Source: an optimization exercise on an open RTL-to-GDS flow (aim: small area). Production flows keep margins and buffers that such runs may drop. No functional check of the RTL was part of this run. Power and IR drop assume default switching activity.

[design/flow/config.mk]
export PLATFORM = sky130hd
export DESIGN_NAME = uart_parser_register_TOP
export DESIGN_NICKNAME = uart_parser_register_TOP
export VERILOG_FILES = /design/flow/design.v
export SDC_FILE = /design/flow/constraint.sdc
export NUM_CORES = 4
export LEC_CHECK = 0
export CAP_MARGIN = 20
export CORE_MARGIN = 2
export CORE_UTILIZATION = 40
export PLACE_DENSITY = 0.6
export SLEW_MARGIN = 20
[design/flow/constraint.sdc]
create_clock -name core_clock -period 10.0 [get_ports {clk}]
set_input_delay 2.0000 -clock core_clock [delete_from_list [all_inputs] [get_ports {clk}]]
set_output_delay 2.0000 -clock core_clock [all_outputs]
set_load 0.01 [all_outputs]
[design/flow/design.v]
`timescale 1ns / 1ps
module UART_RX(
    input clk,
    input reset,
    input rx,
    output reg [7:0] rx_data,
    output reg rx_valid
    );
   reg rx_synch1;
   reg rx_synch2;
   always @(posedge clk)
    begin
        rx_synch1 <= rx;
        rx_synch2<= rx_synch1;
    end
    parameter BAUDRATE= 115200*16;
    parameter CLK_FREQ=50000000;
    parameter CYCLES=CLK_FREQ/BAUDRATE;  
    wire baud_tick;
    reg [4:0] counter;
    always @(posedge clk)
    begin
    if(!reset)
        counter <= 5'b0;
    else
        if(counter == CYCLES-1)  
            counter <=5'd0;
        else
            counter <= counter +1;
    end
    assign baud_tick = (counter == CYCLES-1)?1'b1:1'b0;
    parameter
    IDLE =3'b000, 
    START=3'b001, 
    DATA=3'b010, 
    STOP=3'b011, 
    DONE=3'b100;  
    reg [2:0] state;
    reg [2:0] next_state;
    reg [7:0] bit_time;
    reg [2:0] pos;
    reg [3:0] read_count;
   always @(posedge clk)
        if(!reset)
            state<=IDLE;
        else
            state<=next_state;
    always @(*)
     begin
        next_state =state;  
        case(state)
            IDLE:
                if(!rx_synch2)
                    next_state=START;
            START:
                if(baud_tick && bit_time==7)  
                    begin
                       if(!rx_synch2)
                          next_state=DATA;
                       else
                          next_state=IDLE;
                    end
                else
                    next_state=START;
            DATA:
                if(baud_tick && read_count==8)
                    next_state=STOP;
                else
                    next_state=DATA;
            STOP:
                if(baud_tick && bit_time==15 && rx_synch2)
                    next_state=DONE;
                else
                    next_state=STOP;
            DONE:
                next_state=IDLE;
        endcase
     end
   always @(posedge clk)
    begin
        if(!reset)
            begin
            read_count<=0;
            pos<=0;
            bit_time<=0;
            rx_valid<=0;
            end
        else
            begin
            if(baud_tick)
                bit_time<=bit_time+1;
            case(state)
                IDLE:
                    begin
                      read_count<=0;
                      pos<=0;
                      bit_time<=0;
                      rx_valid<=0;  
                    end
                START:
                    if(baud_tick && bit_time==7)
                        bit_time<=0;
                DATA:
                    if(baud_tick && bit_time==15)
                        begin
                            rx_data[pos] <= rx_synch2;
                            pos<=pos+1;
                            read_count<=read_count +1;
                            bit_time<=0;
                        end
                STOP:
                    if(baud_tick && bit_time == 15)
                        bit_time<=0;
                DONE:
                    rx_valid<=1;          
            endcase
            end
    end
endmodule
`timescale 1ns / 1ps
module UART_TX(
    input clk,
    input reset,
    input TX_start,
    input [7:0] TX_data,
    output q_busy,
    output TX
    );
    parameter BAUDRATE= 5000000;
    parameter CLK_FREQ=50000000;
    parameter CYCLES=CLK_FREQ/BAUDRATE;
    wire enable;
    time_base_generation #(.CYCLES(CYCLES)) baud_generation(.clk(clk), .reset(reset), .q(enable));
    parameter RESET=3'b000,
              IDLE =3'b001,
              START=3'b010,
              SEND =3'b011,
              DONE =3'b100;
    reg [2:0] state, next_state;
    parameter UART_FRAME_SIZE=10;
    reg [1:0] syn_reg;
    wire start_request;
    always @(posedge clk)
        if(!reset)
            syn_reg<=2'b00;
        else
            syn_reg<={syn_reg[0], TX_start};
    assign start_request = (syn_reg == 2'b01) ? 1'b1 : 1'b0;
    reg start_request_detected;
    always @(posedge clk)
        if(!reset)
            start_request_detected <=0;
        else if(state == DONE || state == SEND)
            start_request_detected <=0;
        else if(state ==IDLE && ~start_request_detected)
            start_request_detected <= start_request;
     function [7:0] uart_bit_swap (
		 input [7:0] data
		);
		integer i;
		begin
			for (i=0; i < 8; i=i+1) begin : reverse_bits
				uart_bit_swap[7-i] = data[i]; 	
			end
		end
	endfunction
    wire STOP_BIT; assign STOP_BIT  = 1'b1;
    wire START_BIT; assign START_BIT = 1'b0;
    wire [7:0] TXD_DATA; assign TXD_DATA = uart_bit_swap(TX_data);
    wire txd_shift_reg_en; wire txd_shift_reg_init;
    assign txd_shift_reg_en = (state == SEND) & enable;
    assign txd_shift_reg_init = start_request & ~start_request_detected;
    reg [9:0] txd_shift_reg;
    always @(posedge clk)
        if(!reset)
            txd_shift_reg <=10'b1111111111;
        else if(txd_shift_reg_init)
            txd_shift_reg <= {STOP_BIT, START_BIT, TXD_DATA};
        else if(txd_shift_reg_en)
            txd_shift_reg <= {txd_shift_reg[8:0], STOP_BIT};
    assign TX = txd_shift_reg[9];
    always @(posedge clk)
        if(!reset)
            state <= RESET;
        else if(enable)
            state <= next_state;
	reg [3:0] bits_transmitted;
	always @(posedge clk)
		if(!reset)
			bits_transmitted <= 0;
		else if(enable)
			begin
				if(state == SEND)
					bits_transmitted <= bits_transmitted + 1'b1;
				else
					bits_transmitted <= 0;
			end
    always @(*)
    begin
        next_state = state;  
        case(state)
            RESET: begin
                next_state=IDLE;
                end
            IDLE: begin
                if(start_request_detected)
                    next_state = SEND;
                  end
            SEND: begin
                if(bits_transmitted != (UART_FRAME_SIZE - 1))
                    next_state = SEND;
                else
                    next_state = DONE;
                   end
            DONE:
                next_state = IDLE;
        endcase         
    end 
    assign q_busy = (state == IDLE || state == RESET) ? 1'b0 : 1'b1;
endmodule
module time_base_generation #(parameter CYCLES=50000)(
            input clk,
            input reset,
            output q);
  localparam BITWIDTH = $clog2(CYCLES);
  reg [BITWIDTH-1:0] time_base_counter;
  always @(posedge clk)
    if(!reset)
        time_base_counter <='d0;
    else 
    begin
        if(time_base_counter == CYCLES -1)
            time_base_counter <='d0;
        else
             time_base_counter<=time_base_counter +1;
    end
  assign q=(time_base_counter==(CYCLES -1))?1'b1:1'b0;
endmodule
`timescale 1ns / 1ps
module cmd_parser(
    input clk,
    input reset,
    input rx_valid,
    input [7:0] rx_data,
    output reg reg_we,
    output reg reg_re,
    output reg [5:0] r_addr,
    output reg [5:0] w_addr,
    output reg [7:0] w_data
    );
    parameter 
            IDLE = 3'b000,
            CMD_BYTE =3'b001,
            ADDR_BYTE = 3'b010,
            DATA_BYTE = 3'b011,
            EXECUTE = 3'b100,
            RESP_TX = 3'b101;
   reg [2:0] state, next_state;
   reg [7:0] cmd;  
   always @(posedge clk) begin
        if(!reset)
            state <= IDLE;
        else
            state <= next_state;
   end
   always @(*) begin
        next_state = state;  
        case(state)
            IDLE: begin
                if(rx_valid)
                    next_state = CMD_BYTE;
                else
                    next_state = IDLE;
            end
            CMD_BYTE: begin
                if(rx_valid)
                    next_state = ADDR_BYTE;
                else
                    next_state = CMD_BYTE;
            end
            ADDR_BYTE: begin  
                if(cmd[7]) begin
                    if(rx_valid)
                        next_state = DATA_BYTE;
                    else
                        next_state = ADDR_BYTE;
                end
               else
                   next_state = EXECUTE;
            end
            DATA_BYTE: begin
                 next_state = EXECUTE;
            end
            EXECUTE: 
            begin
                 if(reg_we==1 || reg_re==1)
                    next_state = RESP_TX;
                 else
                    next_state = EXECUTE;
            end
            RESP_TX: begin
                next_state = IDLE;
            end
        endcase
   end
    reg [1:0] counter;
    always @(posedge clk) begin
        if(!reset) begin
           cmd <= 0;
           w_addr <= 0;
           r_addr <= 0;
           w_data <= 0;
           reg_we <= 0;
           reg_re <= 0; 
           counter <=0;   
        end
        else 
        begin
            reg_we <= 0;
            reg_re <= 0;
            case(state)
                IDLE: begin
                   cmd <= 0;
                   w_addr <= 0;
                   r_addr <= 0;
                   w_data <= 0;
                   reg_we <= 0;
                   reg_re <= 0; 
                   counter <=0;  
                end
                CMD_BYTE: begin
                     if(counter == 0) begin
                        cmd <= rx_data; 
                        counter <= counter +1; 
                       end
                 end
                 ADDR_BYTE: begin
                    if(counter == 1) begin
                        w_addr <= rx_data[5:0];
                        r_addr <= rx_data[5:0];
                        counter <= counter +1;
                      end      
                 end  
                 DATA_BYTE: begin
                        if(counter == 2) begin
                            w_data <= rx_data;
                            counter <= counter +1;
                        end
                 end
                 EXECUTE: 
                 begin
                    if(cmd[7])
                        reg_we <= 1;  
                    else
                        reg_re <= 1'b1;  
                 end 
            endcase
        end
    end
endmodule
`timescale 1ns / 1ps
module register_file(
    input clk,
    input reset,
    input we,
    input re,
    input  [7:0] w_data,
    input  [7:0] w_addr,
    input  [7:0] r_addr,
    output reg [7:0] r_data,
    output reg adress_status,
    output  TX_start
    );
    reg start;
    reg status;
    reg [7:0] ram[0:63];
    integer i;
    reg [5:0] addr;
    reg [7:0] data;
    always @(posedge clk) begin
        if(!reset) begin
            for( i = 0; i < 64; i = i+1)
              ram[i] <= 8'b0;
           r_data <= 8'b0;
           adress_status <= 1'b0;
           start <=0;
           addr <=0;
           data <=0;
        end
        else begin
            adress_status <= 1'b0;
            if( we ) 
            begin
                addr <= w_addr;
                data <= w_data;
                if( addr < 'd64 ) 
                begin
                   ram[addr] <= data;
                   adress_status <= 1'b1;
                end
                else
                   adress_status <= 1'b0;
            end
            if( re ) 
            begin
             addr <= r_addr;
                if(addr < 'd64 )
                 begin
                    r_data <= ram[addr];
                    adress_status <= 1'b1;
                    start <= 1'b1;
                 end
                else 
                begin
                   adress_status <= 1'b0;
                   start <= 1'b0;
                 end
           end
           else
             start <= 1'b0;
        end     
    end
       assign  TX_start = start;
endmodule
`timescale 1ns / 1ps
module uart_parser_register_TOP(
    input clk,
    input reset,
    input RX,
    output TX,
    output busy
    );
    wire  [7:0] rx_data;
    wire rx_valid;
    UART_RX uart_rx(
                    .clk(clk),
                    .reset(reset),
                    .rx(RX),
                    .rx_valid(rx_valid),
                    .rx_data(rx_data));
   wire reg_we; wire reg_re; 
   wire [5:0] r_addr; wire [5:0] w_addr; 
   wire [7:0] w_data;
   cmd_parser parser(
                    .clk(clk),
                    .reset(reset),
                    .rx_valid(rx_valid),
                    .rx_data(rx_data),
                    .reg_we(reg_we),
                    .reg_re(reg_re),
                    .r_addr(r_addr),
                    .w_addr(w_addr),
                    .w_data(w_data));
    wire [7:0] r_data; 
    wire status;  
    wire TX_start;         
    register_file reg_file(
                     .clk(clk),
                     .reset(reset),
                     .we(reg_we),
                     .re(reg_re),
                     .w_addr(w_addr),
                     .r_addr(r_addr),
                     .w_data(w_data),
                     .r_data(r_data),
                     .adress_status(status),
                     .TX_start(TX_start)
                     );   
    UART_TX uart_tx(
                    .clk(clk),
                    .reset(reset),
                    .TX_start(TX_start),
                    .TX_data(r_data),
                    .TX(TX),
                    .q_busy(busy)
                    );
endmodule
[design/flow/run.sh]
#!/bin/bash
# synth_recipe.tcl (not shown) runs the flow's synth.tcl, then flattens the netlist and writes it again
# the make line also repeats each setting of config.mk as NAME=value (left out here)
make -C /OpenROAD-flow-scripts/flow DESIGN_CONFIG=/design/flow/config.mk WORK_HOME=/design/flow/orfs CLKGATE_MAP_FILE= SYNTH_SCRIPT=/design/flow/synth_recipe.tcl finish
==> run summary <==
kinds of logic (layout without fill, tap and decap cells):
group,after synthesis,count (layout),synth area share (%)
XOR/XNOR,18,18,0.554
multiplexers,158,158,7.16
AND/OR/NAND/NOR,875,875,17.2
AO/OA/AOI/OAI,406,406,9.51
buffers and inverters,198,163,3.31
adder cells (fa/ha/maj),16,16,0.704
flip-flops,615,615,61.6
final timing paths:
check | start | to | cells after the start
hold reg to reg | uart_rx.rx_synch1$_DFF_P_ | uart_rx.rx_synch2$_DFF_P_ | 0
setup reg to reg | reg_file.addr[0]$_SDFFE_PN0N_ | reg_file.ram[10][0]$_SDFFCE_PN0P_ | 4
setup / recovery | reset | reg_file.ram[4][6]$_SDFFCE_PN0P_ | 4
hold / removal | uart_rx.rx_synch1$_DFF_P_ | uart_rx.rx_synch2$_DFF_P_ | 0
routing by layer:
metal	track usage [%]	wire length, um
met3	3.84	6380
met2	33.8	36300
met1	28.5	32900
met5	0	0
met4	9.17	3030
synth_stat cells (all sizes together) (14+ instances only):
cell type / n / area (um^2)
a21boi: 28 / 210
a21oi: 48 / 240
a221oi: 42 / 374
a22o: 18 / 158
a22oi: 36 / 270
a31oi: 14 / 87.6
and2: 526 / 3290
buf: 62 / 429
clkbuf: 118 / 443
dfxtp: 95 / 1900
edfxtp: 520 / 15600
ha: 16 / 200
inv: 18 / 70.1
mux2: 40 / 454
mux2i: 86 / 861
mux4: 32 / 721
nand2: 78 / 293
nand3: 47 / 235
nor2: 138 / 521
nor2b: 29 / 181
o21ai: 136 / 681
o22ai: 19 / 119
metrics by stage:
stage / hold WS, ns / util [%] / instance area, um^2 / setup slack [ns] / power, W
3_5_place_dp: 0.318 / 41.3 / 29000 / 4.34 / 0.00304
4_1_cts: 0.332 / 44.1 / 31000 / 4.97 / 0.00532
6_report: 0.327 / 44.2 / 31100 / 4.91 / 0.00529
3_3_place_gp: 0.314 / 41.3 / 29000 / 4.50 / 0.00304
5_1_grt: 0.343 / 44.2 / 31100 / 4.87 / 0.00544
2_1_floorplan: 0.310 / - / 28400 / 6.32 / 0.00299
power breakdown:
| group | total [W] | internal (W) | switching [W] |
|---|---|---|---|
| combinational | 0.000114 | 0.0000341 | 0.0000797 |
| clock | 0.00230 | 0.00131 | 0.000991 |
| sequential | 0.00288 | 0.00284 | 0.0000330 |
| total | 0.00529 | 0.00419 | 0.00110 |
cell type report:
| cell class | count | area, um^2 |
|---|---|---|
| sequential | 615 | 17600 |
| inverter | 18 | 70.1 |
| multi-input combinational | 1473 | 10000 |
| timing repair buffer | 32 | 250 |
| clock inverter | 25 | 159 |
| fill | 6297 | 39200 |
| tap | 940 | 1180 |
| clock buffer | 88 | 1830 |
critical path: cells and delay by family:
kind | cells | cell delay [ns]
AO/OA/AOI/OAI | 1 | 1.26
buffers and inverters | 1 | 0.62
AND/OR/NAND/NOR | 2 | 1.32
cells in the final DEF, fill, tap and decap left out, types with 19 or more instances in the layout:
| cell | Yosys | final |
|---|---|---|
| and2_1 | 525 | 526 |
| edfxtp_1 | 520 | 520 |
| nor2_1 | 137 | 136 |
| o21ai_0 | 135 | 98 |
| mux2i_1 | 86 | 86 |
| dfxtp_1 | 95 | 84 |
| nand2_1 | 78 | 78 |
| clkbuf_16 | 0 | 69 |
| a21oi_1 | 48 | 48 |
| nand3_1 | 47 | 45 |
| a221oi_1 | 41 | 41 |
| o21ai_1 | 1 | 38 |
| mux2_2 | 36 | 36 |
| a22oi_1 | 36 | 36 |
| mux4_2 | 32 | 32 |
| a21boi_0 | 28 | 28 |
| nor2b_1 | 29 | 26 |
| buf_4 | 18 | 26 |
| o22ai_1 | 19 | 19 |
==> impl_results.md <==
* Cells after synthesis at 2,286
* H-tree levels at 3
* Later-pin clock latency in the skew report at 0.60 ns
* Final hold vios at 0
* CTS Buffer Depth at 3
* LEAKAGE at 10.6 nW
* Largest register FFs at 512
* Dpl cells at 3,075
* Final Setup Violations at 0
* I/O pin count at 5
* FP Rows at 97
* Die Span X at 271 um
* Post-synth EDFFs at 520
* FF+latch count, synth at 615
* Clk sink count at 615
* DR vias/cell at 5.68
* Antenna violations before repair at 0
* Max-cap violations at 0
* VDD IR max at 115 uV
* DRT antenna net count at 0
* Initial Util at 40.5%
* Post-Layout Cell Count at 3,191
* Area growth, synth to finish at 9.16%
* Placeable Area at 70,300 um^2
* Yosys cell types at 73
* Layout cell share with drive strength beyond 1 at 9.46%
* Crit start category: input pin
* Die Ht at 271 um
* Worst path slowest cell: o21ai_0
* Worst Path Arrival at 5.29 ns
* Starting DRT DRC Count at 1,973
* Clock root buffer: clkbuf_16
* Fin crit share at 50.9%
* Pre-antenna DRT Iters at 5
* Die area at 73,300 um^2
* Fin crit period at 5.09 ns
* Setup TNS at 0 ns
* Crit-path cells: buf_4, and2_1, nand3_1, o21ai_0
* Cell Area, Synth at 28,400 um^2
* Worst-Margin Slew at 1.16 ns
* Pins Over Slew Limit at 0
* Port Buffers at 4
* GP Congestion at 0.836
* Syn. warnings at 7
* Status: complete, no violations
* Worst min path class: reg2reg
* Worst Skew at 0.0300 ns
* Required @ worst endpoint at 10.20 ns
* Vias in the first global route at 18.1k
* Routed vias at 18.1k
* Nets at 2,225
* Setup CP Type: in2reg
* Hold_buf cts at 0
* Worst R2R Setup Slack at 5.62 ns
* WL per Instance at 24.6 um
* Post-CTS setup buffer count at 0
* Power per cell area at 170 nW/um^2
* First-pass GRT wire length at 116,000 um
* # diodes at 0
* Pin count of the biggest net entering global routing at 76
* CP endpoint kind: flip-flop
* Ys async rst share at 0%
* CTS tree: yes
* Hpwl dp at 47,400 um
* Reg clk slew, reported paths at 0.06 ns
* Mean post-synth cell area at 12.4 um^2
* RSZ-0062 raised after global routing: no
* F_max at 196 MHz
* Slew HR at 22.2%
* Largest stage delay, worst path at 1.26 ns
* Ys flop type: edfxtp_1
* Post-CTS Resized at 0
* Tot GR Track Use at 21.2%
* Syn_nets at 2,305
* Sequential fraction of the synthesis area at 61.6%
* Final WL at 78,600 um
* Number of buffers created by CTS at 66
* Crit-path max FO at 66
* GRT overflow at 0
* Residual DRC at 0

[separate check: timing with driven ports]
In the flow no input, the clock included, has a driving cell. The finished layout below was timed again as built, in two steps.
Step 1, drivers: a clkbuf_16 drives clk and a buf_2 each remaining input, both assumed.
Step 2 also shifts input and output timing later by t, the mid clock arrival at the registers, as if the neighbouring blocks saw the same clock.
Three values: ideal ports, drivers, drivers and shift; two values: the first two.
t (ns): 0.653
setup WS [ns]: 4.910 / 4.943 / 4.290
hold WS [ns]: 0.327 / 0.327 / 0.327
slew at the worst register clock pin (ns): 0.06 / 0.06
worst slew at a driven data input, ns: 0.03
After both steps this run still meets setup and hold. The setup slack of this run moves by +0.033 ns with the drivers and by -0.620 ns with both steps.
